Context: an optimization exercise on an open-source flow, tuned for small area, a short achievable clock period and few clock cycles. The choices shown serve that exercise and are no tape-out recipe. Function was checked by simulation only, so behaviour that the tests miss may differ from the original. No activity file was given, so power comes from the tool's default toggle rates.

==> design/flow/design.v <==
module Top_lvl (clk,start,mem_addr,mem_data,MIN_WEIGHT,MIN_PATH_NODES,donee);
input clk,start;
output [17:0] mem_addr;
input [17:0] mem_data;
output [14:0] MIN_WEIGHT;
output [17:0] MIN_PATH_NODES;  
output reg donee;
localparam V0=3'd0, V1=3'd1, V2=3'd2, WK=3'd3, DN=3'd4, FIN=3'd5;
reg [2:0] st;
reg [3:0] d;             
reg [17:0] x;            
reg [14:0] bud;          
reg pr;                  
reg [14:0] wmin;         
reg [17:0] best;         
reg [3:0] bd;            
reg [2:0] T;             
reg tv;                  
reg [17:0] S [1:7];      
reg [1:0]  R [1:7];      
reg [14:0] W [1:7];      
reg tv2;
reg [2:0] T2;
integer l;
always @* begin
  tv2 = 1'b0; T2 = 3'd1;
  for (l = 1; l <= 7; l = l + 1)
    if (l < T && R[l] != 2'd0) begin tv2 = 1'b1; T2 = l; end
end
wire [2:0] bdm1 = bd[2:0] - 3'd1;       
wire [17:0] sr = S[T];
wire [1:0] RT = R[T];
wire [17:0] nx1 = sr + 18'd1;           
wire [17:0] xk = x + {16'd0, 1'b1, st == V2};    
wire [17:0] best1 = best + 18'd1;       
wire [11:0] w = mem_data[11:0];
wire [2:0] nc = mem_data[2:0];
wire prune = (bud[14:12] == 3'd0) && (w >= bud[11:0]);
wire gone = (bud[14:12] == 3'd0) && (w[11:8] > bud[11:8]);    
wire end1 = gone || d[3];               
wire end2 = pr || (nc == 3'd0);
wire v1 = (st == V1), v2 = (st == V2);
wire [14:0] bw = bud - {3'b000, w};     
wire [2:0] dm1 = d[2:0] - 3'd1;         
wire [14:0] wp = wmin - ((st == V0) ? W[dm1] : v1 ? bw : bud);
wire fin = (v1 && end1) || (v2 && end2);    
wire leaf = fin && !(v1 ? prune : pr);      
wire over = (fin && !tv && !leaf) || (st == FIN);    
reg [17:0] addr;
always @* begin
  if (st == V0) addr = mem_data;
  else if (st == WK) addr = mem_data + 18'd1;
  else if (!(v1 || v2) || fin) addr = tv ? nx1 : best1;
  else addr = xk;
end
assign mem_addr = start ? 18'd0 : addr;
assign MIN_WEIGHT = wmin;
assign MIN_PATH_NODES = (st != DN || d == 4'd1) ? 18'd0 : (d > bd) ? 18'h3FFFF : sr;
reg sw, rw, ww;
reg [2:0] si;
reg [17:0] sd;
reg [1:0] rd;
always @* begin
  sw = 1'b0; rw = 1'b0; ww = 1'b0; si = d[2:0]; sd = xk; rd = nc[1:0] - 2'd1;
  if (v2 && !end2) begin sw = 1'b1; rw = 1'b1; ww = 1'b1; end
  if (fin && tv) begin sw = 1'b1; rw = 1'b1; si = T; sd = nx1; rd = RT - 2'd1; end
  if (over) begin sw = (bd >= 4'd2); si = bdm1; sd = best; end
  if (st == WK) begin sw = 1'b1; si = dm1; sd = mem_data; end
end
always @(posedge clk) begin
  if (sw) S[si] <= sd;
  if (rw) R[si] <= rd;
  if (ww) W[si] <= wp;
end
always @(posedge clk) begin
  if (start) begin
    st <= V1; d <= 4'd1; x <= 18'd0;
    bud <= 15'h7FFF; wmin <= 15'h7FFF; donee <= 1'b0; tv <= 1'b0;
  end else begin
    case (st)
      V0: begin
        x <= mem_data;
        bud <= wp;
        st <= V1;
      end
      V1: begin
        bud <= bw;
        pr <= prune;
        if (!end1) st <= V2;
      end
      V2: if (!end2) begin
        d <= d + 4'd1;
        st <= V0;
        if (nc[2:1] != 2'b00) begin T <= d[2:0]; tv <= 1'b1; end
      end
      WK: begin
        d <= d - 4'd1;
        if (d == 4'd3) donee <= 1'b1;
        if (d == 4'd2) begin st <= DN; d <= 4'd2; T <= 3'd1; end
      end
      DN: begin
        if (d <= 4'd8) d <= d + 4'd1;
        T <= T + 3'd1;
      end
      default: ;
    endcase
    if (leaf) begin wmin <= wp; best <= x; bd <= d; end
    if (fin) begin
      if (tv) begin
        d <= {1'b0, T} + 4'd1;
        st <= V0;
        if (RT == 2'd1) begin T <= T2; tv <= tv2; end
      end else if (leaf) st <= FIN;
    end
    if (over) begin
      d <= bd - 4'd1;
      if (bd >= 4'd3) begin
        st <= WK;
        if (bd == 4'd3) donee <= 1'b1;
      end else begin
        st <= DN; donee <= 1'b1; d <= 4'd1; T <= 3'd0;
      end
    end
  end
end
endmodule  
==> design/flow/run.sh <==
#!/bin/bash
# synth_recipe.tcl (not shown) runs the flow's synth.tcl, then flattens the netlist and writes it again
# the make line also repeats each setting of config.mk as NAME=value (left out here)
make -C /OpenROAD-flow-scripts/flow DESIGN_CONFIG=/design/flow/config.mk WORK_HOME=/design/flow/orfs CLKGATE_MAP_FILE= SYNTH_SCRIPT=/design/flow/synth_recipe.tcl finish
==> design/flow/config.mk <==
export PLATFORM = sky130hd
export DESIGN_NAME = Top_lvl
export DESIGN_NICKNAME = Top_lvl
export VERILOG_FILES = /design/flow/design.v
export SDC_FILE = /design/flow/constraint.sdc
export NUM_CORES = 4
export LEC_CHECK = 0
export CAP_MARGIN = 20
export CORE_MARGIN = 2
export CORE_UTILIZATION = 40
export CTS_CLUSTER_DIAMETER = 60
export CTS_CLUSTER_SIZE = 24
export SETUP_SLACK_MARGIN = 1.5
export SLEW_MARGIN = 20
==> design/flow/constraint.sdc <==
create_clock -name core_clock -period 7.5 [get_ports {clk}]
set_input_delay 1.5000 -clock core_clock [delete_from_list [all_inputs] [get_ports {clk}]]
set_output_delay 1.5000 -clock core_clock [all_outputs]
set_load 0.01 [all_outputs]
==> results of run 1 <==
## power by group through the flow
stage	registers, uW	clock network, uW	logic (uW)
floorplan	3150	0	3200
global placement	3280	0	4650
CTS	3240	1690	4810
global route	3270	1750	5320
finish	3230	1660	4910
detailed placement	3290	0	4730
## synth_stat cells, drive strengths merged (4+ instances only)
master and n:
nand4 10, o21bai 5, o31a 4, nor2b 15, a22oi 12, or3 13
a21o 14, buf 19, dfxtp 60, a21oi 147, o211ai 16, o2111ai 4
nand2b 15, a221oi 19, a31oi 19, nor4 5, o221ai 4, xor2 32
mux4 36, a221o 4, nand3 34, o21ai 77, a211o 11, and3 11
ha 59, mux2 23, nand2 147, o21a 13, and2 13, clkbuf 80
nor2 123, a311oi 4, nor3 52, o22ai 10, edfxtp 273, o31ai 6
mux2i 49, inv 56, xnor2 39, a211oi 27
## repair_timing
item,4_1_cts,5_1_grt
gates cloned,0,0
resized for setup,38,20
endpoints found under the hold margin,0,0
buffers inserted,2,6
pin swaps,3,3
setup endpoints to repair,18,25
hold buffers,0,0
## per-layer routing
metal | up-vias | GRT usage
li1 | 6124 | -
met1 | 6622 | 0.3238
met2 | 536 | 0.3529
met3 | 77 | 0.03115
met4 | 0 | 0.05310
met5 | - | 0
## per-stage QoR
| step | worst slack (ns) | total power (uW) | hold WS (ns) | cell area (um2) | instances |
|---|---|---|---|---|---|
| floorplan | 1.699 | 6348 | 0.4348 | 17890 | 1599 |
| global placement | 1.020 | 7937 | 0.4659 | 19250 | 2205 |
| detailed placement | 0.9615 | 8027 | 0.4688 | 19250 | 2205 |
| CTS | 1.380 | 9743 | 0.4873 | 20430 | 2258 |
| global route | 1.510 | 10340 | 0.5066 | 20520 | 2264 |
| finish | 1.588 | 9800 | 0.4967 | 20520 | 2264 |
## layout make-up
cell class | instances | area [um2]
multi-input cells | 1111 | 8005
clock inverters | 20 | 321.6
inverters | 56 | 215.2
repair buffers | 121 | 1099
clock buffers | 31 | 733.2
flip-flops and latches | 333 | 9410
well taps | 592 | 740.7
fillers | 4007 | 23700
## critical path, stage by stage
cell and delay [ns]:
dlygate4sd2_1 0.32, inv_1 0.23, ha_1 0.24, nor2b_2 0.26
o21ai_1 0.12, buf_4 0.20, o21ai_2 0.07, buf_6 0.22
mux2i_2 0.28, o21ai_0 0.13, o21ai_1 0.26, nor2_1 0.08
clkdlybuf4s50_1 0.50
## worst max path at each step
stage	from	end	slack, ns
floorplan	d[0]	W[1][14]	1.70
global placement	mem_data[9]	mem_addr[1]	1.02
detailed placement	mem_data[11]	mem_addr[1]	0.96
CTS	mem_data[10]	mem_addr[1]	1.38
global route	mem_data[0]	mem_addr[0]	1.51
finish	mem_data[1]	mem_addr[0]	1.59
## logic make-up after synthesis
kind of cell,synth area share
fa+ha+maj,0.04349
flops,0.5253
mux,0.08992
xor+xnor,0.03475
compound gates,0.1505
simple gates,0.1154
buf+inv,0.04070
## registers in the layout (all words and copies together), names as in the netlist, 3 cells and up, named ones only
signal,flops
bd,4
best,18
st,3
bud,15
x,18
W,105
T,3
R,16
wmin,15
S,126
d,4
==> impl_metrics.toml, run 1 <==
[grt]
grt_util_all_layers = 0.2227
grt_antenna_before_repair = 3
grt_pass1_vias = 12950
grt_pass1_wl_mm = 79.98
overflow = 0
grt_max_degree = 48

[sta]
layout_min_cycle_time_ns = 5.912
clock_skew_ns = 0.01716
fin_crit_sh = 0.7883
finalSetupTns_ns = 0
finalSetupViolCount = 0
rsz0062_at_grt = "no"
slew_headroom = 0.2150
hold_viol = 0
timing.fmax_ghz = 0.1691
tightest_slew_ns = 1.173
maxSlewViolCount = 0

[synth]
synth.distinct_cells = 76
yosys_most_used_dff = "edfxtp_1"
synth.largest_area_cell = "edfxtp_1"
synthTopCellsByArea = "edfxtp_1 46%, dfxtp_1 6.7%, ha_1 4.1%, a21oi_1 4.1%, nand2_1 3.1%"
synth_async_sr_flop_share = 0
syn-cell-area_um2 = 17890
syn_inst = 1599
syn_avg_cell_area_um2 = 11.19
synth_nets = 1680
synth_warnings = 1
yosysSeqAreaShare = 0.5253
synth_edf_count = 273
synth_top_area_frac = 0.4581
synth.ff_latch_count = 333

[clocking]
cts.path.max_buffers = 3
numCtsBuffers = 28
cts_tree = "done"
clk_latency_ns = 0.58
root_buffer = "clkbuf_16"
cts.clk_slew.worst_paths_ns = 0.08
clkSinkCount = 333
cts.htree.levels = 1

[floorplanning]
core-area_um2 = 44220
chipHeight_um = 215.5
io-pin-count = 72
die_x_um = 215.5
dieArea_um2 = 46440
start_util = 0.4046
num_rows = 77

[job]
maxCapViolations = 0

[pwr]
internal-power_uw = 5497
p_per_area_nw_per_um2 = 477.5
p_sw_frac = 0.4391
seqPwrFrac = 0.330
switching_power_uw = 4304
p_leak_uw = 0.007469
combPwrFrac = 0.501
ir_drop_mv = 0.5074
clockPowerShare = 0.169

[detailed_routing]
drc = 0
drt_iter0_drc = 1303
route.met3.wl_mm = 3.908
firstDrtPassIters = 5
viasPerCell = 5.901
routed_wl_mm = 52.45
via_count = 13360
top_layer = "met4"
wl_met2_mm = 23.96
final_antenna_net_count = 0
wl_per_cell_um = 23.17
wl_met1_mm = 23.37

[setup_path]
crit_fanout = 15
critPathCaptureType = "primary output"
r2r_start = "d[1]"
setup.worst_path.start_class = "input pin"
rr_worst_depth = 17
path_class = "input pin to primary output"
rrSetupSlack_ns = 1.88
r2r-end = "bud[12]"
worstPathRequired_ns = 6.00
cp.arrival_ns = 4.41

[cells_and_area]
synthToLayoutAreaGrowth_pct = 14.71
final_cell_mix = "273 x edfxtp_1, 147 x nand2_1, 145 x a21oi_1"
diodes = 0
layout_commonest_cell = "edfxtp_1"
nNetsFinal = 1732
final_util = 0.4641
layout-drive-gt1-share = 0.1262

[worst_hold_path]
holdPathEnd = "x[0]"
min-delay-start = "x[0]"
hold_class = "register to register"
min_path_cells = 2

[placement]
io_buffers = 71
hpwl_mm = 35.91
gp_congestion = 0.9102

[outcome]
status = "no timing/DRC/antenna violations"
Testbench counts, summed over its fixed seeds: cycles 14,033.
==> inputs of run 2 (changes only) <==
--- a/design/flow/config.mk
+++ b/design/flow/config.mk
@@ -9,6 +9,6 @@
 export CORE_MARGIN = 2
 export CORE_UTILIZATION = 40
 export CTS_CLUSTER_DIAMETER = 60
-export CTS_CLUSTER_SIZE = 24
-export SETUP_SLACK_MARGIN = 1.5
+export CTS_CLUSTER_SIZE = 30
+export SETUP_SLACK_MARGIN = 2.25
 export SLEW_MARGIN = 20
==> impl_metrics.toml, run 2 <==
[outcome]
status = "no timing/DRC/antenna violations"

[sta]
hold_viol = 0
layout_min_cycle_time_ns = 5.297
slew_headroom = 0.2542
finalSetupTns_ns = 0
fin_crit_sh = 0.7062
maxSlewViolCount = 0
rsz0062_at_grt = "yes"
clock_skew_ns = 0.04568
tightest_slew_ns = 1.115
timing.fmax_ghz = 0.1888
finalSetupViolCount = 0

[synth]
synth_top_area_frac = 0.4581
synth_compound_area_frac = 0.1505
muxShareOfSynthArea = 0.08992
synthTopCellsByArea = "edfxtp_1 46%, dfxtp_1 6.7%, ha_1 4.1%, a21oi_1 4.1%, nand2_1 3.1%"
ys_top_cells_by_count = "273 x edfxtp_1, 147 x a21oi_1, 147 x nand2_1, 122 x nor2_1"
synthAdderAreaFrac = 0.04349
synth_nets = 1680
synth_edf_count = 273
synth_xor_area_frac = 0.03475
synth_warnings = 1
syn_avg_cell_area_um2 = 11.19
yosysSeqAreaShare = 0.5253
synth.distinct_cells = 76
synth.largest_area_cell = "edfxtp_1"
synth_top_family_by_area = "compound AO/OA/AOI/OAI gates"
synth_async_sr_flop_share = 0
yosysMostFrequentCell = "edfxtp_1"
yosys.area_share.simple = 0.1154
synth.ff_latch_count = 333
syn_inst = 1599
yosys_most_used_dff = "edfxtp_1"
syn-cell-area_um2 = 17890

[cells_and_area]
multi_input_area_um2 = 8556
layout-drive-gt1-share = 0.2198
largest_reg_flops = 126
seqCellArea_um2 = 9412
top_regs = "S x126, W x105"
nFillCells = 3946
final_util = 0.4908
layout_commonest_cell = "edfxtp_1"
nNetsFinal = 1797
regMostFlops = "S"
final_cell_mix = "273 x edfxtp_1, 144 x nand2_1, 132 x a21oi_1"
synthToLayoutAreaGrowth_pct = 21.30
diodes = 0

[setup_path]
crit_fanout = 5
path_cells = "buf_6 > buf_4 > mux2_2 > mux4_2 > buf_4 > o2111ai_4 > inv_1 > nand2_1 > xor2_2 > mux2i_1 > a311oi_2 > dlygate4sd2_1"
path_class = "register to primary output"
cp.arrival_ns = 3.80
critical_path.top_delay_family = "multiplexers"
cp_slowest_cell = "mux4_2"
critPathCaptureType = "primary output"
cpMostUsedCell = "buf_4"
setup.worst_path.start_class = "register"
worstPathRequired_ns = 6.00
critical-path-max-stage-delay_ns = 0.50
path_buf_inv = 5

[floorplanning]
start_util = 0.4046
core-area_um2 = 44220
io-pin-count = 72
dieArea_um2 = 46440
die_x_um = 215.5
chipHeight_um = 215.5
num_rows = 77

[grt]
grt_max_degree = 44
grt_pass1_vias = 13260
grt_util_all_layers = 0.2253
overflow = 0
grt_antenna_before_repair = 1
grt_pass1_wl_mm = 80.90

[clocking]
holdBufCountCts = 0
cts.path.max_buffers = 3
numCtsBuffers = 28
cts.htree.levels = 1
cts_tree = "done"
clkSinkCount = 333
cts.clk_slew.worst_paths_ns = 0.09
root_buffer = "clkbuf_16"
clk_latency_ns = 0.61

[detailed_routing]
drt_iter0_drc = 1401
via_count = 13750
routed_wl_mm = 53.28
drc = 0
final_antenna_net_count = 0
viasPerCell = 5.903
firstDrtPassIters = 7
wl_per_cell_um = 22.87

[pwr]
p_leak_uw = 0.008030
ir_drop_mv = 0.6304
p_per_area_nw_per_um2 = 482.1

[worst_hold_path]
hold_class = "register to register"

[job]
maxCapViolations = 0

[placement]
gp_congestion = 0.9511
io_buffers = 71
hpwl_mm = 35.49
run 2: cell counts after synthesis:
No cell type changed its count.
run 2: worst register-to-register path: cells and delay by family, from the launching register on:
family                   cells  cell delay (ns)
AO/OA/AOI/OAI                7             1.38
XOR/XNOR                     1             0.31
adder cells (fa/ha/maj)      2             0.80
buffers and inverters        3             0.68
flip-flops                   1             0.54
multiplexers                 1             0.37
AND/OR/NAND/NOR              3             0.63
run 2: cell families after synthesis:
family	Yosys count
simple gates	450
compound gates	421
buf+inv	155
mux	108
fa+ha+maj	61
flops	333
xor+xnor	71
run 2: path summary, 6_finish.rpt:
kind                 start            to  slack (ns)  depth (start not counted)
hold / removal        x[0]       best[0]        0.49                          0
hold reg to reg       x[0]       best[0]        0.49                          0
setup / recovery  register  mem_addr[10]        2.20                         12
setup reg to reg      d[1]      W[7][14]        2.54                         17
run 2: repair_timing:
action / CTS / global route
pin swaps: 30 / 30
resized for setup: 156 / 106
gates cloned: 1 / 1
endpoints found under the setup margin: 192 / 346
buffers inserted: 45 / 29
run 2: per-stage QoR:
stage / instance area (um2) / power, uW / worst slack, ns / cells / hold WS (ns)
finish: 21700 / 10460 / 2.203 / 2330 / 0.4861
global route: 21700 / 11030 / 2.096 / 2330 / 0.5093
CTS: 21180 / 10080 / 2.148 / 2300 / 0.4815
global placement: 19250 / 7942 / 0.7442 / 2200 / 0.4575
detailed placement: 19280 / 8023 / 0.7026 / 2202 / 0.4624
floorplan: 17940 / 6370 / 1.978 / 1599 / 0.4348
run 2: final cells by class:
| cell class | instances | area share |
|---|---|---|
| tap | 592 | 0.03413 |
| sequential | 333 | 0.4336 |
| multi-input combinational | 1112 | 0.3942 |
| clock inverter | 24 | 0.01995 |
| timing repair buffer | 185 | 0.07557 |
| inverter | 56 | 0.01026 |
| clock buffer | 28 | 0.03228 |
run 2: where the power goes:
part           switching, uW  internal [uW]  leakage [uW]
sequential               224           3000       0.00298
clock                    906            801      0.000541
combinational           3550           1980       0.00451
total                   4680           5780       0.00803
run 2: metal layers:
layer,routed length [um],share of wire,track usage
met1,22950,0.43,0.3161
met2,24630,0.46,0.3574
met3,4268,0.080,0.04144
met4,1429,0.027,0.06598
met5,7,0.00013,0
==> inputs of run 3 (changes only) <==
==> design/flow/config.mk (replaced) <==
export PLATFORM = sky130hd
export DESIGN_NAME = Top_lvl
export DESIGN_NICKNAME = Top_lvl
export VERILOG_FILES = /design/flow/design.v
export SDC_FILE = /design/flow/constraint.sdc
export NUM_CORES = 4
export LEC_CHECK = 0
export CAP_MARGIN = 0
export CORE_MARGIN = 2
export CORE_UTILIZATION = 40
export CTS_CLUSTER_DIAMETER = 60
export CTS_CLUSTER_SIZE = 24
export SETUP_SLACK_MARGIN = 2.0
export SLEW_MARGIN = 0
==> impl_metrics.toml, run 3 <==
[outcome]
status = "no timing/DRC/antenna violations"

[floorplanning]
num_rows = 77
dieArea_um2 = 46440
die_x_um = 215.5
start_util = 0.4046
core-area_um2 = 44220
chipHeight_um = 215.5
io-pin-count = 72

[clocking]
clk_latency_ns = 0.60
holdBufCountCts = 0
numCtsBuffers = 28
clkSinkCount = 333
cts.path.max_buffers = 3
cts.htree.levels = 1
cts_tree = "done"
root_buffer = "clkbuf_16"
cts.clk_slew.worst_paths_ns = 0.08

[synth]
synth_nets = 1680
yosysSeqAreaShare = 0.5253
synth_top_area_frac = 0.4581
yosys_most_used_dff = "edfxtp_1"
syn-cell-area_um2 = 17890
synth_warnings = 1
synthTopCellsByArea = "edfxtp_1 46%, dfxtp_1 6.7%, ha_1 4.1%, a21oi_1 4.1%, nand2_1 3.1%"
synth.ff_latch_count = 333
syn_avg_cell_area_um2 = 11.19
synth_edf_count = 273
synth.largest_area_cell = "edfxtp_1"
synth.distinct_cells = 76
synth_async_sr_flop_share = 0
syn_inst = 1599
ys_top_cells_by_count = "273 x edfxtp_1, 147 x a21oi_1, 147 x nand2_1, 122 x nor2_1"
yosysMostFrequentCell = "edfxtp_1"

[detailed_routing]
routed_wl_mm = 52.35
via_count = 13430
final_antenna_net_count = 0
viasPerCell = 5.850
firstDrtPassIters = 5
drc = 0
wl_per_cell_um = 22.81
drt_iter0_drc = 1425

[sta]
maxSlewViolCount = 0
clock_skew_ns = 0.03489
rsz0062_at_grt = "yes"
timing.fmax_ghz = 0.1853
hold_viol = 0
fin_crit_sh = 0.7195
finalSetupViolCount = 0
layout_min_cycle_time_ns = 5.397
finalWorstSetupSlack_ns = 2.103
tightest_slew_ns = 1.125
slew_headroom = 0.2419
finalSetupTns_ns = 0

[placement]
gp_congestion = 0.9441
pre_cts_ws_ns = 0.8793
hpwl_mm = 35.62
io_buffers = 71

[setup_path]
crit_fanout = 7
setup.worst_path.start_class = "input pin"
critical-path-max-stage-delay_ns = 0.38
path_cells = "buf_2 > inv_2 > ha_4 > nor2b_1 > o21bai_1 > a21oi_2 > nor3_2 > o21a_2 > a211oi_2 > a21oi_1 > a221oi_2 > dlygate4sd2_1"
cp_slowest_cell = "a221oi_2"
path_class = "input pin to primary output"
worstPathRequired_ns = 6.00
critPathCaptureType = "primary output"
cp.arrival_ns = 3.90

[cells_and_area]
final_cell_mix = "273 x edfxtp_1, 146 x nand2_1, 142 x a21oi_1"
largest_reg_flops = 126
diodes = 0
nNetsFinal = 1762
top_regs = "S x126, W x105"
nFillCells = 3994
layout_commonest_cell = "edfxtp_1"
regMostFlops = "S"
final_util = 0.4762
layout-drive-gt1-share = 0.1709
synthToLayoutAreaGrowth_pct = 17.69

[pwr]
p_per_area_nw_per_um2 = 480.0
p_leak_uw = 0.007730
ir_drop_mv = 0.5261

[grt]
overflow = 0
grt_pass1_vias = 12620
grt_util_all_layers = 0.2189
grt_max_degree = 44
grt_antenna_before_repair = 0
grt_pass1_wl_mm = 77.96

[worst_hold_path]
hold_class = "register to register"

[job]
maxCapViolations = 0
-- run 3: cell counts after synthesis --
Identical to the previous run, type by type.
-- run 3: timing repair --
| action | in CTS | in global routing |
|---|---|---|
| setup buffers | 18 | 19 |
| resized for setup | 100 | 51 |
| pin swaps | 9 | 20 |
| cloned | 2 | 1 |
| endpoints found under the setup margin | 53 | 59 |
-- run 3: per-layer routing --
metal,global-route usage,vias up,share of wire
met5,0,-,0
met4,0.05425,0,0.024
met3,0.03679,76,0.074
met2,0.3443,518,0.46
met1,0.3156,6618,0.44
li1,-,6213,-
-- run 3: area by class of cell --
| cell class | count | area (um2) | area share |
|---|---|---|---|
| Timing Repair Buffer | 150 | 1350 | 0.06411 |
| Multi-Input combinational cell | 1112 | 8257 | 0.3921 |
| Inverter | 56 | 215.2 | 0.01022 |
| Tap cell | 592 | 740.7 | 0.03517 |
| Clock inverter | 21 | 350.3 | 0.01664 |
| Sequential cell | 333 | 9413 | 0.4470 |
| Clock buffer | 31 | 733.2 | 0.03482 |
-- run 3: power breakdown --
part	switching (uW)	internal [uW]
Clock	830	824
Sequential	224	3000
Combinational	3380	1850
Total	4430	5670
-- run 3: worst paths after layout --
kind                     from          end  slack (ns)  cells after the start
setup / recovery  mem_data[9]  mem_addr[3]        2.10                     12
hold / removal           x[0]      best[0]        0.48                      0
setup reg to reg         d[1]     W[4][14]        2.26                     18
hold reg to reg          x[0]      best[0]        0.48                      0
-- run 3: worst max-delay path: cells and delay by family --
family,cells,cell delay [ns]
buffers and inverters,3,0.59
and+or+nand+nor,2,0.21
adders and majority gates,1,0.31
AOI/OAI and AO/OA,6,1.28
-- run 3: cells by family after synthesis --
family / Yosys count / share of synthesized area
DFF: 333 / 0.5253
buffers and inverters: 155 / 0.04070
adders and majority gates: 61 / 0.04349
muxes: 108 / 0.08992
xor gates and xnor gates: 71 / 0.03475
and+or+nand+nor: 450 / 0.1154
AOI/OAI and AO/OA: 421 / 0.1505
-- run 3: through the flow --
stage	std cells	hold slack (ns)	cell area, um2	total power (uW)
5_1_grt	2295	0.4854	21060	10660
2_1_floorplan	1599	0.4348	17900	6349
3_5_place_dp	2203	0.4622	19230	7986
6_report	2295	0.4778	21060	10110
4_1_cts	2275	0.4712	20770	9822
3_3_place_gp	2203	0.4621	19230	7918
==> inputs of run 4 (changes only) <==
--- a/design/flow/design.v
+++ b/design/flow/design.v
@@ -4,13 +4,14 @@
 input [17:0] mem_data;
 output [14:0] MIN_WEIGHT;
 output [17:0] MIN_PATH_NODES;  
-output reg donee;
+output donee;
 localparam V0=3'd0, V1=3'd1, V2=3'd2, WK=3'd3, DN=3'd4, FIN=3'd5;
 reg [2:0] st;
 reg [3:0] d;             
 reg [17:0] x;            
 reg [14:0] bud;          
 reg pr;                  
+reg dn;                  
 reg [14:0] wmin;         
 reg [17:0] best;         
 reg [3:0] bd;            
@@ -55,6 +56,7 @@
 end
 assign mem_addr = start ? 18'd0 : addr;
 assign MIN_WEIGHT = wmin;
+assign donee = dn || (over && bd <= 4'd2);
 assign MIN_PATH_NODES = (st != DN || d == 4'd1) ? 18'd0 : (d > bd) ? 18'h3FFFF : sr;
 reg sw, rw, ww;
 reg [2:0] si;
@@ -75,7 +77,7 @@
 always @(posedge clk) begin
   if (start) begin
     st <= V1; d <= 4'd1; x <= 18'd0;
-    bud <= 15'h7FFF; wmin <= 15'h7FFF; donee <= 1'b0; tv <= 1'b0;
+    bud <= 15'h7FFF; wmin <= 15'h7FFF; dn <= 1'b0; tv <= 1'b0;
   end else begin
     case (st)
       V0: begin
@@ -95,7 +97,7 @@
       end
       WK: begin
         d <= d - 4'd1;
-        if (d == 4'd3) donee <= 1'b1;
+        if (d == 4'd3) dn <= 1'b1;
         if (d == 4'd2) begin st <= DN; d <= 4'd2; T <= 3'd1; end
       end
       DN: begin
@@ -116,9 +118,9 @@
       d <= bd - 4'd1;
       if (bd >= 4'd3) begin
         st <= WK;
-        if (bd == 4'd3) donee <= 1'b1;
+        if (bd == 4'd3) dn <= 1'b1;
       end else begin
-        st <= DN; donee <= 1'b1; d <= 4'd1; T <= 3'd0;
+        st <= DN; dn <= 1'b1; d <= 4'd2; T <= 3'd1;
       end
     end
   end
==> design/flow/config.mk (replaced) <==
export PLATFORM = sky130hd
export DESIGN_NAME = Top_lvl
export DESIGN_NICKNAME = Top_lvl
export VERILOG_FILES = /design/flow/design.v
export SDC_FILE = /design/flow/constraint.sdc
export NUM_CORES = 4
export LEC_CHECK = 0
export CAP_MARGIN = 20
export CORE_MARGIN = 2
export CORE_UTILIZATION = 55
export CTS_CLUSTER_DIAMETER = 60
export CTS_CLUSTER_SIZE = 24
export SETUP_SLACK_MARGIN = 2.0
export SLEW_MARGIN = 20
==> impl_metrics.toml, run 4 <==
[outcome]
status = "no timing/DRC/antenna violations"

[sta]
rsz0062_at_grt = "yes"
clock_skew_ns = 0.03094
timing.fmax_ghz = 0.1837
tightest_slew_ns = 1.073
maxSlewViolCount = 0
finalSetupViolCount = 0
layout_min_cycle_time_ns = 5.445
slew_headroom = 0.2846
fin_crit_sh = 0.7260
finalSetupTns_ns = 0
hold_viol = 0

[clocking]
holdBufCountCts = 0
cts.clk_slew.worst_paths_ns = 0.08
numCtsBuffers = 28
clk_latency_ns = 0.60
clkSinkCount = 333
cts.path.max_buffers = 3
cts_tree = "done"
root_buffer = "clkbuf_16"
cts.htree.levels = 1

[detailed_routing]
drt_iter0_drc = 1290
viasPerCell = 6.346
firstDrtPassIters = 7
drc = 0
wl_per_cell_um = 24.43
routed_wl_mm = 52.56
final_antenna_net_count = 0
via_count = 13650

[cells_and_area]
regMostFlops = "S"
final_cell_mix = "273 x edfxtp_1, 149 x nand2_1, 135 x a21oi_1"
synthToLayoutAreaGrowth_pct = 16.36
final_util = 0.6461
layout-drive-gt1-share = 0.1726
top_regs = "S x126, W x105"
multi_input_area_um2 = 8391
layout_commonest_cell = "edfxtp_1"
nFillCells = 2508
nNetsFinal = 1768
largest_reg_flops = 126
seqCellArea_um2 = 9409
diodes = 0

[synth]
synth_nets = 1690
synth_async_sr_flop_share = 0
synthTopCellsByArea = "edfxtp_1 46%, dfxtp_1 6.7%, mux4_2 4.3%, ha_1 4.0%, a21oi_1 3.9%"
yosysSeqAreaShare = 0.5242
yosysMostFrequentCell = "edfxtp_1"
ys_top_cells_by_count = "273 x edfxtp_1, 150 x nand2_1, 138 x a21oi_1, 117 x nor2_1, 72 x o21ai_0"
synth.distinct_cells = 85
syn-cell-area_um2 = 17930
synth.largest_area_cell = "edfxtp_1"
synth_top_area_frac = 0.4572
synth.ff_latch_count = 333
synth_warnings = 1
yosys_most_used_dff = "edfxtp_1"
syn_avg_cell_area_um2 = 11.14
synth_edf_count = 273
syn_inst = 1610

[placement]
hpwl_mm = 35.88
io_buffers = 71
gp_congestion = 0.9813

[floorplanning]
dieArea_um2 = 34060
io-pin-count = 72
die_x_um = 184.6
start_util = 0.5553
num_rows = 66
core-area_um2 = 32290
chipHeight_um = 184.6

[setup_path]
cp_slowest_cell = "a222oi_1"
crit_fanout = 8
worstPathRequired_ns = 6.00
critPathCaptureType = "primary output"
path_class = "input pin to primary output"
critical-path-max-stage-delay_ns = 0.32
path_buf_inv = 7
cp.arrival_ns = 3.94
path_cells = "buf_2 > inv_2 > ha_4 > nand2_2 > o21bai_2 > a21oi_2 > buf_6 > o31ai_4 > buf_6 > buf_4 > buf_4 > a222oi_1 > a31oi_1 > buf_2"
setup.worst_path.start_class = "input pin"
critical_path.top_delay_family = "buffers and inverters"

[job]
maxCapViolations = 0

[grt]
grt_util_all_layers = 0.3085
grt_pass1_vias = 13060
grt_antenna_before_repair = 0
overflow = 0
grt_max_degree = 60
grt_pass1_wl_mm = 78.60

[worst_hold_path]
hold_class = "register to register"

[pwr]
p_per_area_nw_per_um2 = 502.5
ir_drop_mv = 0.5732
p_leak_uw = 0.007617
## run 4: what timing repair did
action	in CTS	in global routing
endpoints found under the setup margin	66	74
gates resized for setup	125	39
pin swaps	18	12
gates cloned	1	0
buffers inserted	17	8
## run 4: worst reg2reg max path, delay by kind of cell, from the launching register on
kind	cells	cell delay, ns
adder cells (fa/ha/maj)	2	1.38
AO/OA/AOI/OAI	7	1.32
XOR/XNOR	1	0.79
multiplexers	1	0.69
flip-flops	1	0.58
buffers and inverters	2	0.24
AND/OR/NAND/NOR	2	0.24
## run 4: path summary, 6_finish.rpt
path / startpoint / endpoint / slack (ns) / depth (start not counted)
setup reg to reg: d[1] / bud[12] / 2.17 / 15
hold / removal: x[0] / best[0] / 0.46 / 0
hold reg to reg: x[0] / best[0] / 0.46 / 0
setup / recovery: mem_data[10] / mem_addr[11] / 2.06 / 14
## run 4: per-layer routing
metal	share of wire	GRT usage
met1	0.40	0.3924
met2	0.49	0.5266
met3	0.063	0.03932
met4	0.051	0.1421
met5	0	0
## run 4: kinds of logic (layout without fill, tap and decap cells)
family                   Yosys count  count (layout)  synth area share
AO/OA/AOI/OAI                    412             413            0.1478
XOR/XNOR                          70              70           0.03419
adder cells (fa/ha/maj)           60              60           0.04271
buffers and inverters            154             252           0.03538
flip-flops                       333             333            0.5242
multiplexers                     118             118           0.09114
AND/OR/NAND/NOR                  463             463            0.1246
## run 4: layout make-up
cell class / count / area share
clock buffer: 30 / 0.03496
clock inverter: 21 / 0.01691
inverter: 60 / 0.01110
multi-input combinational: 1124 / 0.4022
sequential: 333 / 0.4510
tap: 442 / 0.02651
timing repair buffer: 141 / 0.05733
## run 4: through the flow
step	total power [uW]	cell area (um2)	cells	setup WS, ns	hold WS, ns
after global routing	11030	20860	2151	1.962	0.4782
final	10480	20860	2151	2.055	0.4611
after CTS	10300	20710	2143	2.013	0.4659
after detailed placement	8466	19280	2074	0.6611	0.4637
after floorplan	6585	17950	1610	1.490	0.4348
after global placement	8391	19280	2074	0.7362	0.4605
## run 4: power by group
group	switching (uW)	total [uW]	internal, uW
Combinational	3660	5550	1890
Sequential	237	3250	3020
Clock	826	1680	852
Testbench counts of run 4, summed over its fixed seeds: cycles 13,855.
==> inputs of run 5 (changes only) <==
--- a/design/flow/config.mk
+++ b/design/flow/config.mk
@@ -10,5 +10,6 @@
 export CORE_UTILIZATION = 55
 export CTS_CLUSTER_DIAMETER = 60
 export CTS_CLUSTER_SIZE = 24
-export SETUP_SLACK_MARGIN = 2.0
+export PLACE_DENSITY = 0.7
+export SETUP_SLACK_MARGIN = 2.5
 export SLEW_MARGIN = 20
==> impl_metrics.toml, run 5 <==
[outcome]
status = "no timing/DRC/antenna violations"

[synth]
muxShareOfSynthArea = 0.09114
synth_xor_area_frac = 0.03419
synth_top_area_frac = 0.4572
syn_avg_cell_area_um2 = 11.14
yosysSeqAreaShare = 0.5242
synth_top_family_by_area = "compound AO/OA/AOI/OAI gates"
synthTopCellsByArea = "edfxtp_1 46%, dfxtp_1 6.7%, mux4_2 4.3%, ha_1 4.0%, a21oi_1 3.9%"
synthAdderAreaFrac = 0.04271
syn_inst = 1610
ys_top_cells_by_count = "273 x edfxtp_1, 150 x nand2_1, 138 x a21oi_1, 117 x nor2_1, 72 x o21ai_0"
synth_compound_area_frac = 0.1478
synth_nets = 1690
syn-cell-area_um2 = 17930
yosysMostFrequentCell = "edfxtp_1"
synth.distinct_cells = 85
synth_edf_count = 273
synth_async_sr_flop_share = 0
synth.ff_latch_count = 333
synth_warnings = 1
yosys.area_share.simple = 0.1246
synth.largest_area_cell = "edfxtp_1"
yosys_most_used_dff = "edfxtp_1"

[grt]
overflow = 0
grt_pass1_wl_mm = 78.09
grt_max_degree = 45
grt_util_all_layers = 0.3037
grt_pass1_vias = 13290
grt_antenna_before_repair = 0

[floorplanning]
die_x_um = 184.6
core-area_um2 = 32290
num_rows = 66
dieArea_um2 = 34060
chipHeight_um = 184.6
io-pin-count = 72
start_util = 0.5553

[worst_hold_path]
hold_class = "register to register"

[clocking]
clk_latency_ns = 0.57
numCtsBuffers = 27
cts.htree.levels = 1
cts_tree = "done"
cts.path.max_buffers = 3
cts.clk_slew.worst_paths_ns = 0.08
root_buffer = "clkbuf_16"
clkSinkCount = 333

[detailed_routing]
viasPerCell = 6.398
drc = 0
firstDrtPassIters = 7
drt_iter0_drc = 1901
via_count = 14090
routed_wl_mm = 52.64
final_antenna_net_count = 0
wl_per_cell_um = 23.89

[pwr]
switching_power_uw = 5001
clockPowerShare = 0.141
p_leak_uw = 0.007979
p_per_area_nw_per_um2 = 509.8
power.total_uw = 11110
combPwrFrac = 0.567
seqPwrFrac = 0.292
ir_drop_mv = 0.8024
internal-power_uw = 6107
p_sw_frac = 0.4502

[setup_path]
critical-path-max-stage-delay_ns = 0.35
path_cells = "buf_12 > clkinvlp_4 > ha_4 > nand4_1 > nand2_1 > a21oi_4 > o31ai_4 > buf_4 > buf_6 > mux2i_1 > o21ai_1 > o21ai_2 > nor2_2 > buf_2"
crit_fanout = 5
setup.worst_path.start_class = "input pin"
cp_slowest_cell = "ha_4"
critical_path.top_delay_family = "compound AO/OA/AOI/OAI gates"
path_class = "input pin to primary output"
worstPathRequired_ns = 6.00
path_buf_inv = 5
cp.arrival_ns = 3.76
critPathCaptureType = "primary output"

[placement]
io_buffers = 71
gp_congestion = 0.9467
hpwl_mm = 35.15

[cells_and_area]
layout_commonest_cell = "edfxtp_1"
synthToLayoutAreaGrowth_pct = 21.52
largest_reg_flops = 126
nNetsFinal = 1821
top_regs = "S x126, W x105"
regMostFlops = "S"
layout-drive-gt1-share = 0.2419
final_cell_mix = "273 x edfxtp_1, 149 x nand2_1, 124 x a21oi_1"
diodes = 0

[sta]
timing.fmax_ghz = 0.1900
slew_headroom = 0.2303
clock_skew_ns = 0.02426
finalSetupTns_ns = 0
finalSetupViolCount = 0
fin_crit_sh = 0.7016
layout_min_cycle_time_ns = 5.262
hold_viol = 0
tightest_slew_ns = 1.143
maxSlewViolCount = 0
rsz0062_at_grt = "yes"

[job]
maxCapViolations = 0
## run 5: changes by cell type in the layout (fill, tap and decap cells not counted), moves of 8 or more
cell           delta
a21oi_1          -11
clkbuf_2          -8
dlygate4sd2_1    -10
buf_2            +13
a21oi_2           +9
buf_4            +44
buf_6            +10
## run 5: worst paths after layout
check / slack [ns] / to / from / depth (start not counted)
max: 2.24 / mem_addr[0] / mem_data[11] / 14
max reg2reg: 2.70 / wmin[13] / d[1] / 19
min: 0.47 / best[0] / x[0] / 0
min reg2reg: 0.47 / best[0] / x[0] / 0
## run 5: layout make-up
class | count | area (um2)
fill | 2379 | 10500
sequential | 333 | 9414
multi-input combinational | 1124 | 8900
timing repair buffer | 195 | 1679
clock buffer | 28 | 679.4
tap | 442 | 553.0
clock inverter | 21 | 316.6
inverter | 60 | 246.5
## run 5: per-layer routing
metal | vias to the layer above | part of all wire | track usage
met5 | - | 0 | 0
met4 | 0 | 0.048 | 0.1318
met3 | 151 | 0.090 | 0.05533
met2 | 807 | 0.46 | 0.4785
met1 | 6778 | 0.40 | 0.4138
li1 | 6358 | - | -
## run 5: stage by stage
stage / hold slack [ns] / utilization / setup slack [ns] / std cells / cell area [um2]
3_5_place_dp: 0.4549 / 0.6006 / 0.8313 / 2069 / 19390
6_report: 0.4730 / 0.6748 / 2.238 / 2203 / 21790
2_1_floorplan: 0.4348 / - / 2.216 / 1610 / 18170
3_3_place_gp: 0.4480 / 0.6006 / 0.9227 / 2069 / 19390
4_1_cts: 0.4744 / 0.6613 / 2.344 / 2179 / 21350
5_1_grt: 0.4939 / 0.6748 / 2.161 / 2203 / 21790
## run 5: repair_timing
| item | CTS | global route |
|---|---|---|
| resized for setup | 253 | 73 |
| cloned | 1 | 2 |
| buffers inserted | 60 | 22 |
| pin swaps | 53 | 34 |
| endpoints found under the setup margin | 462 | 249 |
| hold buffers | 0 | 0 |
## run 5: kinds of logic (layout without fill, tap and decap cells)
logic type,Yosys count,after routing
AOI/OAI and AO/OA,412,412
and+or+nand+nor,463,463
DFF,333,333
muxes,118,118
xor gates and xnor gates,70,71
adders and majority gates,60,60
buffers and inverters,154,304
## run 5: power groups by stage
| stage | combinational (uW) | clock (uW) | sequential (uW) |
|---|---|---|---|
| after detailed placement | 5190 | 0 | 3310 |
| after global routing | 6720 | 1650 | 3270 |
| after global placement | 5080 | 0 | 3300 |
| final | 6300 | 1560 | 3240 |
| after floorplan | 3540 | 0 | 3160 |
| after CTS | 5820 | 1580 | 3240 |
## run 5: worst register-to-register path, cell delays in order (launching register included)
cell and delay [ns]:
dfxtp_1 0.52, inv_1 0.17, ha_1 0.36, xor2_4 0.31, buf_4 0.20, buf_4 0.17
mux4_2 0.31, mux2i_1 0.28, o21ai_0 0.11, a21boi_0 0.24, ha_1 0.31, o21a_1 0.12
o31a_1 0.14, o211ai_1 0.29, a31oi_2 0.18, a21o_1 0.26, a21oi_2 0.20, xor2_2 0.23
buf_4 0.16, o211ai_1 0.09
==> inputs of run 6 (changes only) <==
--- a/design/flow/config.mk
+++ b/design/flow/config.mk
@@ -11,5 +11,5 @@
 export CTS_CLUSTER_DIAMETER = 60
 export CTS_CLUSTER_SIZE = 24
 export PLACE_DENSITY = 0.7
-export SETUP_SLACK_MARGIN = 2.5
+export SETUP_SLACK_MARGIN = 2.25
 export SLEW_MARGIN = 20
==> impl_metrics.toml, run 6 <==
[synth]
synth_warnings = 1
synth_async_sr_flop_share = 0
synth.ff_latch_count = 333
yosys_most_used_dff = "edfxtp_1"
synth_top_area_frac = 0.4572
synth.distinct_cells = 85
synthTopCellsByArea = "edfxtp_1 46%, dfxtp_1 6.7%, mux4_2 4.3%, ha_1 4.0%, a21oi_1 3.9%"
synth_edf_count = 273
synth_nets = 1690
syn_avg_cell_area_um2 = 11.14
syn-cell-area_um2 = 17930
synth.largest_area_cell = "edfxtp_1"
syn_inst = 1610
yosysSeqAreaShare = 0.5242
yosysMostFrequentCell = "edfxtp_1"
ys_top_cells_by_count = "273 x edfxtp_1, 150 x nand2_1, 138 x a21oi_1, 117 x nor2_1, 72 x o21ai_0"

[sta]
timing.fmax_ghz = 0.1927
finalSetupViolCount = 0
maxSlewViolCount = 0
fin_crit_sh = 0.6918
finalSetupTns_ns = 0
layout_min_cycle_time_ns = 5.189
tightest_slew_ns = 1.179
hold_viol = 0
slew_headroom = 0.2018
finalWorstSetupSlack_ns = 2.311
clock_skew_ns = 0.01745
timing.hold.ws_ns = 0.5030
rsz0062_at_grt = "yes"

[clocking]
holdBufCountCts = 0
cts.path.max_buffers = 3
clk_latency_ns = 0.57
cts_tree = "done"
numCtsBuffers = 27
cts.htree.levels = 1
root_buffer = "clkbuf_16"
clkSinkCount = 333
cts.clk_slew.worst_paths_ns = 0.09

[placement]
io_buffers = 71
hpwl_mm = 35.81
dp_cells = 2073
place_area_um2 = 19290
gp_congestion = 0.9721
pre_cts_ws_ns = 0.5330

[cells_and_area]
fin_area_um2 = 21400
nNetsFinal = 1804
diodes = 0
top_regs = "S x126, W x105"
final_cell_mix = "273 x edfxtp_1, 149 x nand2_1, 132 x a21oi_1"
layout-drive-gt1-share = 0.2122
multi_input_area_um2 = 8651
regMostFlops = "S"
final_cells = 2186
layout_commonest_cell = "edfxtp_1"
nFillCells = 2441
largest_reg_flops = 126
synthToLayoutAreaGrowth_pct = 19.37
seqCellArea_um2 = 9419

[setup_path]
cp.arrival_ns = 3.69
critPathCaptureType = "primary output"
worstPathRequired_ns = 6.00
path_class = "input pin to primary output"
setup.worst_path.start_class = "input pin"
crit_fanout = 8

[pwr]
ir_drop_mv = 0.5411
p_leak_uw = 0.007831
p_per_area_nw_per_um2 = 494.3

[job]
maxCapViolations = 0

[grt]
grt_max_degree = 49
grt_pass1_wl_mm = 78.78
overflow = 0
grt_antenna_before_repair = 0
grt_pass1_vias = 13080
grt_util_all_layers = 0.3052

[floorplanning]
chipHeight_um = 184.6
die_x_um = 184.6
num_rows = 66
core-area_um2 = 32290
io-pin-count = 72
dieArea_um2 = 34060
start_util = 0.5553

[detailed_routing]
via_count = 14040
firstDrtPassIters = 6
viasPerCell = 6.420
drc = 0
final_antenna_net_count = 0
routed_wl_mm = 52.56
wl_per_cell_um = 24.04
drt_iter0_drc = 1761

[worst_hold_path]
hold_class = "register to register"

[outcome]
status = "no timing/DRC/antenna violations"
-- run 6: cell counts after synthesis --
No cell type changed its count.
-- run 6: cell families (layout without fill, tap and decap cells) --
group	Yosys count	count (layout)	share of synthesized area
XOR/XNOR	70	70	0.03419
AO/OA/AOI/OAI	412	412	0.1478
flip-flops	333	333	0.5242
multiplexers	118	118	0.09114
buffers and inverters	154	288	0.03538
adder cells (fa/ha/maj)	60	60	0.04271
AND/OR/NAND/NOR	463	463	0.1246
-- run 6: final timing paths --
path | endpoint | start | slack (ns) | cells past startpoint
setup reg to reg | bud[12] | d[1] | 2.66 | 16
hold reg to reg | x[13] | x[13] | 0.50 | 2
hold / removal | x[13] | x[13] | 0.50 | 2
setup / recovery | mem_addr[0] | mem_data[0] | 2.31 | 13
-- run 6: stage by stage --
step / utilization / power, uW
2_1_floorplan: - / 6605
3_3_place_gp: 0.5974 / 8224
3_5_place_dp: 0.5974 / 8333
4_1_cts: 0.6469 / 10160
5_1_grt: 0.6629 / 11090
6_report: 0.6629 / 10580
-- run 6: final cells by class --
class | instances | share of cell area
Timing Repair Buffer | 179 | 0.07179
Inverter | 60 | 0.01163
Clock inverter | 21 | 0.01473
Clock buffer | 28 | 0.03174
Tap cell | 442 | 0.02584
Multi-Input combinational cell | 1123 | 0.4042
Sequential cell | 333 | 0.4401
-- run 6: power by group --
group / leakage [uW] / internal [uW] / switching [uW]
Sequential: 0.00298 / 3020 / 248
Clock: 0.000468 / 767 / 799
Combinational: 0.00438 / 2080 / 3670
Total: 0.00783 / 5860 / 4720
-- run 6: critical path, cell delays in order --
cell and delay, ns:
buf_6 0.13, inv_2 0.08, ha_1 0.20, nor2b_2 0.18, or3_4 0.41, o31ai_4 0.12
buf_6 0.17, buf_4 0.13, mux2i_2 0.25, o21ai_0 0.11, o21ai_1 0.16, nor2_2 0.08
buf_2 0.17
-- run 6: timing repair --
| item | CTS | global route |
|---|---|---|
| cloned | 0 | 0 |
| pin swaps | 27 | 28 |
| resized for setup | 179 | 73 |
| endpoints found under the setup margin | 350 | 40 |
| buffers inserted | 35 | 29 |
-- run 6: metal layers --
| metal | part of all wire | track usage | wire, um | vias up |
|---|---|---|---|---|
| li1 | - | - | - | 6318 |
| met1 | 0.41 | 0.4358 | 21660 | 6816 |
| met2 | 0.46 | 0.4791 | 23970 | 778 |
| met3 | 0.10 | 0.05691 | 5387 | 123 |
| met4 | 0.029 | 0.08544 | 1542 | 0 |
| met5 | 0 | 0 | 0 | - |
==> inputs of run 7 (changes only) <==
--- a/design/flow/config.mk
+++ b/design/flow/config.mk
@@ -9,7 +9,7 @@
 export CORE_MARGIN = 2
 export CORE_UTILIZATION = 55
 export CTS_CLUSTER_DIAMETER = 60
-export CTS_CLUSTER_SIZE = 24
+export CTS_CLUSTER_SIZE = 32
 export PLACE_DENSITY = 0.7
 export SETUP_SLACK_MARGIN = 2.25
 export SLEW_MARGIN = 20
==> impl_metrics.toml, run 7 <==
[synth]
synth_async_sr_flop_share = 0
yosys.area_share.simple = 0.1246
synth.largest_area_cell = "edfxtp_1"
yosysMostFrequentCell = "edfxtp_1"
synthTopCellsByArea = "edfxtp_1 46%, dfxtp_1 6.7%, mux4_2 4.3%, ha_1 4.0%, a21oi_1 3.9%"
ys_top_cells_by_count = "273 x edfxtp_1, 150 x nand2_1, 138 x a21oi_1, 117 x nor2_1, 72 x o21ai_0"
synthAdderAreaFrac = 0.04271
yosys_most_used_dff = "edfxtp_1"
yosysSeqAreaShare = 0.5242
syn_inst = 1610
synth_top_family_by_area = "compound AO/OA/AOI/OAI gates"
synth.ff_latch_count = 333
synth_compound_area_frac = 0.1478
syn-cell-area_um2 = 17930
muxShareOfSynthArea = 0.09114
synth.distinct_cells = 85
synth_nets = 1690
synth_xor_area_frac = 0.03419
synth_edf_count = 273
syn_avg_cell_area_um2 = 11.14
synth_warnings = 1
synth_top_area_frac = 0.4572

[sta]
timing.fmax_ghz = 0.1931
clock_skew_ns = 0.01754
maxSlewViolCount = 0
layout_min_cycle_time_ns = 5.177
finalSetupTns_ns = 0
tightest_slew_ns = 1.127
timing.hold.ws_ns = 0.5011
rsz0062_at_grt = "yes"
hold_viol = 0
slew_headroom = 0.2365
fin_crit_sh = 0.6903
finalSetupViolCount = 0

[detailed_routing]
wl_per_cell_um = 24.04
final_antenna_net_count = 0
viasPerCell = 6.447
drt_iter0_drc = 1809
drc = 0
routed_wl_mm = 52.63
via_count = 14110
firstDrtPassIters = 6

[grt]
grt.met1_usage = 0.4365
overflow = 0
use_met3 = 0.05453
top_usage_layer = "met2"
grt_util_all_layers = 0.3056
grt_pass1_vias = 13120
grt_max_degree = 49
grt_use_met2 = 0.4797
grt_antenna_before_repair = 0
grt_pass1_wl_mm = 78.92

[pwr]
ir_drop_mv = 0.5456
p_leak_uw = 0.007841
p_per_area_nw_per_um2 = 494.5

[placement]
gp_congestion = 0.9721
io_buffers = 71
hpwl_mm = 35.81

[clocking]
root_buffer = "clkbuf_16"
cts.clk_slew.worst_paths_ns = 0.09
numCtsBuffers = 27
clk_latency_ns = 0.58
cts_tree = "done"
cts.path.max_buffers = 3
cts.htree.levels = 1
clkSinkCount = 333

[setup_path]
path_cells = "buf_4 > ha_4 > and3_4 > and3_1 > and2_4 > and4_4 > and3_1 > o21ai_0 > a221oi_2 > a31oi_1 > dlygate4sd2_1"
setup.worst_path.start_class = "input pin"
path_buf_inv = 2
cpMostUsedCell = "and3_1"
critPathCaptureType = "primary output"
path_class = "input pin to primary output"
cp_slowest_cell = "a221oi_2"
cp.arrival_ns = 3.68
critical-path-max-stage-delay_ns = 0.31
worstPathRequired_ns = 6.00
crit_fanout = 7
critical_path.top_delay_family = "simple AND/OR/NAND/NOR gates"

[cells_and_area]
top_regs = "S x126, W x105"
diodes = 0
regMostFlops = "S"
synthToLayoutAreaGrowth_pct = 19.39
nNetsFinal = 1806
layout-drive-gt1-share = 0.2118
largest_reg_flops = 126
layout_commonest_cell = "edfxtp_1"
final_cell_mix = "273 x edfxtp_1, 149 x nand2_1, 132 x a21oi_1"

[floorplanning]
chipHeight_um = 184.6
num_rows = 66
core-area_um2 = 32290
io-pin-count = 72
start_util = 0.5553
dieArea_um2 = 34060
die_x_um = 184.6

[job]
maxCapViolations = 0

[worst_hold_path]
hold_class = "register to register"

[outcome]
status = "no timing/DRC/antenna violations"
==> run 7: cell type report <==
| class | count | area, um2 |
|---|---|---|
| clock buffer | 28 | 679.4 |
| clock inverter | 22 | 329.1 |
| fill | 2438 | 10880 |
| inverter | 60 | 246.5 |
| multi-input combinational | 1123 | 8628 |
| sequential | 333 | 9419 |
| tap | 442 | 553.0 |
| timing repair buffer | 181 | 1551 |
==> run 7: per-layer routing <==
layer | up-vias | wire length, um
met5 | - | 0
met4 | 0 | 1543
met3 | 115 | 5103
met2 | 767 | 24220
met1 | 6901 | 21760
li1 | 6329 | -
==> run 7: worst reg2reg max path, stage by stage, from the launching register on <==
cell	delay, ns
dfxtp_1	0.53
inv_1	0.17
ha_2	0.64
buf_4	0.33
mux2i_1	0.41
nor2_1	0.09
a21oi_1	0.13
o21a_1	0.16
inv_1	0.07
fa_1	0.43
nor2b_1	0.18
o2111ai_1	0.16
a31oi_1	0.38
a31oi_1	0.17
xnor2_1	0.63
a221oi_1	0.17
nand2_1	0.12
==> run 7: metrics by stage <==
step	worst slack (ns)	power [uW]	instances	util	instance area, um2
2_1_floorplan	1.658	6605	1610	-	17980
3_3_place_gp	0.6511	8224	2073	0.5974	19290
3_5_place_dp	0.5330	8333	2073	0.5974	19290
4_1_cts	2.211	10170	2158	0.6473	20900
5_1_grt	2.205	11100	2189	0.6630	21410
6_report	2.323	10590	2189	0.6630	21410
==> run 7: path summary, 6_finish.rpt <==
path	startpoint	endpoint	slack [ns]	cells past startpoint
max	mem_data[1]	mem_addr[16]	2.32	11
min	x[13]	x[13]	0.50	2
max reg2reg	d[1]	bud[10]	2.68	16
min reg2reg	x[13]	x[13]	0.50	2
==> run 7: report_power, final <==
group | leakage (uW) | switching (uW) | total, uW | internal, uW
Combinational | 0.00438 | 3670 | 5750 | 2080
Sequential | 0.00298 | 244 | 3260 | 3020
Clock | 0.000474 | 803 | 1570 | 770
Total | 0.00784 | 4720 | 10600 | 5870
==> run 7: timing repair <==
item,in CTS,in global routing
setup endpoints to repair,350,46
gates resized for setup,178,69
buffers inserted,35,31
pin swaps,26,28
hold buffers,0,0
==> run 7: cell families after synthesis <==
logic type | Yosys count
simple gates | 463
compound gates | 412
flops | 333
buf+inv | 154
mux | 118
xor+xnor | 70
fa+ha+maj | 60
==> inputs of run 8 (changes only) <==
--- a/design/flow/design.v
+++ b/design/flow/design.v
@@ -19,7 +19,7 @@
 reg tv;                  
 reg [17:0] S [1:7];      
 reg [1:0]  R [1:7];      
-reg [14:0] W [1:7];      
+reg [14:0] W [1:6];      
 reg tv2;
 reg [2:0] T2;
 integer l;
@@ -43,7 +43,8 @@
 wire v1 = (st == V1), v2 = (st == V2);
 wire [14:0] bw = bud - {3'b000, w};     
 wire [2:0] dm1 = d[2:0] - 3'd1;         
-wire [14:0] wp = wmin - ((st == V0) ? W[dm1] : v1 ? bw : bud);
+wire [2:0] wi = d[3] ? 3'd6 : dm1;      
+wire [14:0] wp = wmin - ((st == V0) ? W[wi] : v1 ? bw : bud);
 wire fin = (v1 && end1) || (v2 && end2);    
 wire leaf = fin && !(v1 ? prune : pr);      
 wire over = (fin && !tv && !leaf) || (st == FIN);    
@@ -72,7 +73,7 @@
 always @(posedge clk) begin
   if (sw) S[si] <= sd;
   if (rw) R[si] <= rd;
-  if (ww) W[si] <= wp;
+  if (ww && !d[3] && d[2:0] != 3'd7) W[si] <= wp;
 end
 always @(posedge clk) begin
   if (start) begin
@@ -82,11 +83,12 @@
     case (st)
       V0: begin
         x <= mem_data;
-        bud <= wp;
+        if (!d[3]) bud <= wp;    
         st <= V1;
       end
       V1: begin
-        bud <= bw;
+        if (!d[3]) bud <= bw;
+        else if (!prune) bud <= {3'b000, w};
         pr <= prune;
         if (!end1) st <= V2;
       end
--- a/design/flow/config.mk
+++ b/design/flow/config.mk
@@ -9,7 +9,7 @@
 export CORE_MARGIN = 2
 export CORE_UTILIZATION = 55
 export CTS_CLUSTER_DIAMETER = 60
-export CTS_CLUSTER_SIZE = 32
+export CTS_CLUSTER_SIZE = 24
 export PLACE_DENSITY = 0.7
 export SETUP_SLACK_MARGIN = 2.25
 export SLEW_MARGIN = 20
==> impl_metrics.toml, run 8 <==
[cells_and_area]
nFillCells = 2446
layout-drive-gt1-share = 0.1784
final_cell_mix = "258 x edfxtp_1, 162 x nand2_1, 147 x nor2_1"
diodes = 0
top_regs = "S x126, W x90"
final_util = 0.6579
largest_reg_flops = 126
nNetsFinal = 1882
layout_commonest_cell = "edfxtp_1"
synthToLayoutAreaGrowth_pct = 17.71
regMostFlops = "S"

[sta]
finalSetupViolCount = 0
finalSetupTns_ns = 0
timing.fmax_ghz = 0.1929
rsz0062_at_grt = "yes"
hold_viol = 0
slew_headroom = 0.2343
fin_crit_sh = 0.6912
layout_min_cycle_time_ns = 5.184
maxSlewViolCount = 0
clock_skew_ns = 0.02907
tightest_slew_ns = 1.137

[synth]
synth_async_sr_flop_share = 0
synth.distinct_cells = 92
syn_inst = 1698
syn-cell-area_um2 = 17680
yosysMostFrequentCell = "edfxtp_1"
yosysSeqAreaShare = 0.5061
synth.ff_latch_count = 318
synthTopCellsByArea = "edfxtp_1 44%, dfxtp_1 6.8%, ha_1 4.2%, a21oi_1 4.0%, mux2i_1 3.8%"
synth_edf_count = 258
syn_avg_cell_area_um2 = 10.41
synth.largest_area_cell = "edfxtp_1"
ys_top_cells_by_count = "258 x edfxtp_1, 167 x nand2_1, 167 x nor2_1, 142 x a21oi_1, 78 x o21ai_0"
synth_top_area_frac = 0.4382
yosys_most_used_dff = "edfxtp_1"
synth_nets = 1779
synth_warnings = 1

[detailed_routing]
drt_iter0_drc = 1821
drc = 0
final_antenna_net_count = 0
firstDrtPassIters = 8
via_count = 14550
routed_wl_mm = 54.10
wl_per_cell_um = 24.33
viasPerCell = 6.540

[floorplanning]
chipHeight_um = 183.3
io-pin-count = 72
start_util = 0.5589
num_rows = 65
die_x_um = 183.3
dieArea_um2 = 33600
core-area_um2 = 31640

[setup_path]
cp_slowest_cell = "dlygate4sd2_1"
critPathCaptureType = "primary output"
critical-path-max-stage-delay_ns = 0.30
setup.worst_path.start_class = "input pin"
worstPathRequired_ns = 6.00
cp.arrival_ns = 3.68
cpMostUsedCell = "dlygate4sd2_1"
path_class = "input pin to primary output"
path_cells = "dlygate4sd2_1 > buf_6 > buf_4 > nand4_1 > nor2_2 > nand2_2 > nor2_4 > o21ai_0 > nand2_1 > o221ai_1 > o31a_1 > dlygate4sd2_1"
crit_fanout = 4

[clocking]
root_buffer = "clkbuf_16"
numCtsBuffers = 27
clk_latency_ns = 0.58
clkSinkCount = 318
cts.path.max_buffers = 3
cts.htree.levels = 1
cts_tree = "done"
cts.clk_slew.worst_paths_ns = 0.09

[job]
maxCapViolations = 0

[pwr]
ir_drop_mv = 0.5468
power.total_uw = 10270
p_leak_uw = 0.007638
p_per_area_nw_per_um2 = 493.6

[outcome]
status = "no timing/DRC/antenna violations"

[placement]
gp_congestion = 0.9628
io_buffers = 71
hpwl_mm = 36.64

[grt]
grt_antenna_before_repair = 0
grt_max_degree = 45
grt_pass1_vias = 13730
overflow = 0
grt_util_all_layers = 0.3194
grt_pass1_wl_mm = 81.77

[worst_hold_path]
hold_class = "register to register"
==> run 8: repair_timing <==
item                                    CTS  global route
gates cloned                              1             0
endpoints found under the setup margin  101            65
hold buffers                              0             0
pin swaps                                27            14
gates resized for setup                 155            61
buffers inserted                         53             7
==> run 8: layout make-up <==
type,instances,area (um2),share of cell area
multi-input combinational,1217,8572,0.4119
clock buffer,27,675.6,0.03246
clock inverter,23,382.9,0.01840
sequential,318,8962,0.4306
timing repair buffer,177,1478,0.07100
inverter,60,239.0,0.01148
tap,402,503.0,0.02417
==> run 8: where the power goes <==
part	internal (uW)	leakage (uW)	switching [uW]
logic	1970	0.00427	3640
registers	2770	0.00285	244
clock network	845	0.000514	801
total	5590	0.00764	4680
==> run 8: worst paths after layout <==
check | startpoint | endpoint | slack (ns) | cells past startpoint
min reg2reg | x[0] | best[0] | 0.47 | 0
max reg2reg | d[3] | bud[13] | 2.57 | 16
min | x[0] | best[0] | 0.47 | 0
max | mem_data[1] | mem_addr[13] | 2.32 | 12
==> run 8: cell families after synthesis <==
kind of cell | synth area share
AO/OA/AOI/OAI | 0.1752
XOR/XNOR | 0.03468
adder cells (fa/ha/maj) | 0.04402
buffers and inverters | 0.04005
flip-flops | 0.5061
multiplexers | 0.06461
AND/OR/NAND/NOR | 0.1353
==> run 8: through the flow <==
| stage | instance area, um2 | setup slack, ns | instances | hold slack, ns |
|---|---|---|---|---|
| floorplan | 17680 | 2.357 | 1698 | 0.4348 |
| global placement | 18780 | 0.7976 | 2113 | 0.4465 |
| detailed placement | 18780 | 0.7943 | 2113 | 0.4522 |
| CTS | 20560 | 2.246 | 2217 | 0.4599 |
| global route | 20810 | 2.171 | 2224 | 0.4947 |
| finish | 20810 | 2.316 | 2224 | 0.4731 |
==> run 8: worst max-delay path, delay by kind of cell <==
family	cells	cell delay, ns
AO/OA/AOI/OAI	3	0.49
buffers and inverters	4	0.80
AND/OR/NAND/NOR	5	0.88
==> run 8: per-layer routing <==
metal  track usage  vias to the layer above  wire, um
met2        0.5138                      818     25130
met1        0.4413                     7015     21560
met4        0.1021                        0      1663
met3       0.05798                      132      5746
met5             0                        -         0
li1              -                     6581         -
Testbench counts of run 8, summed over its fixed seeds: cycles 13,855.

## re-timing with driven ports
The results above use ideal ports. As a check the final layouts listed here were re-extracted and re-timed, cells and wires unchanged. Step 1: set_driving_cell puts a clkbuf_16 on clk and a buf_2 on each other input, an assumption about the parent block. Step 2 times the ports against the registers' clock, not the clock port: input delays grow and output delays shrink by t, the midpoint of the rising clock arrivals with the driver on. Slacks: no drivers / after step 1 / after step 2; pairs: no drivers / after step 1.
| run | t, ns | setup slack, ns | worst register clock-pin slew, ns |
|---|---|---|---|
| run 1 | 0.631 | 1.588 / 1.551 / 1.300 | 0.09 / 0.09 |
| run 2 | 0.643 | 2.203 / 2.147 / 1.882 | 0.10 / 0.10 |
| run 3 | 0.634 | 2.103 / 2.052 / 1.545 | 0.09 / 0.09 |
| run 4 | 0.632 | 2.055 / 2.030 / 1.605 | 0.09 / 0.09 |
| run 5 | 0.609 | 2.238 / 2.170 / 2.047 | 0.09 / 0.09 |
| run 6 | 0.613 | 2.311 / 2.245 / 1.870 | 0.09 / 0.09 |
| run 7 | 0.619 | 2.323 / 2.253 / 1.914 | 0.09 / 0.09 |
| run 8 | 0.623 | 2.316 / 2.269 / 1.742 | 0.09 / 0.09 |
After both steps every run listed still meets setup and hold. For run 8, which loses most, drivers alone change the setup slack by -0.047 ns; drivers and shift together by -0.574 ns.
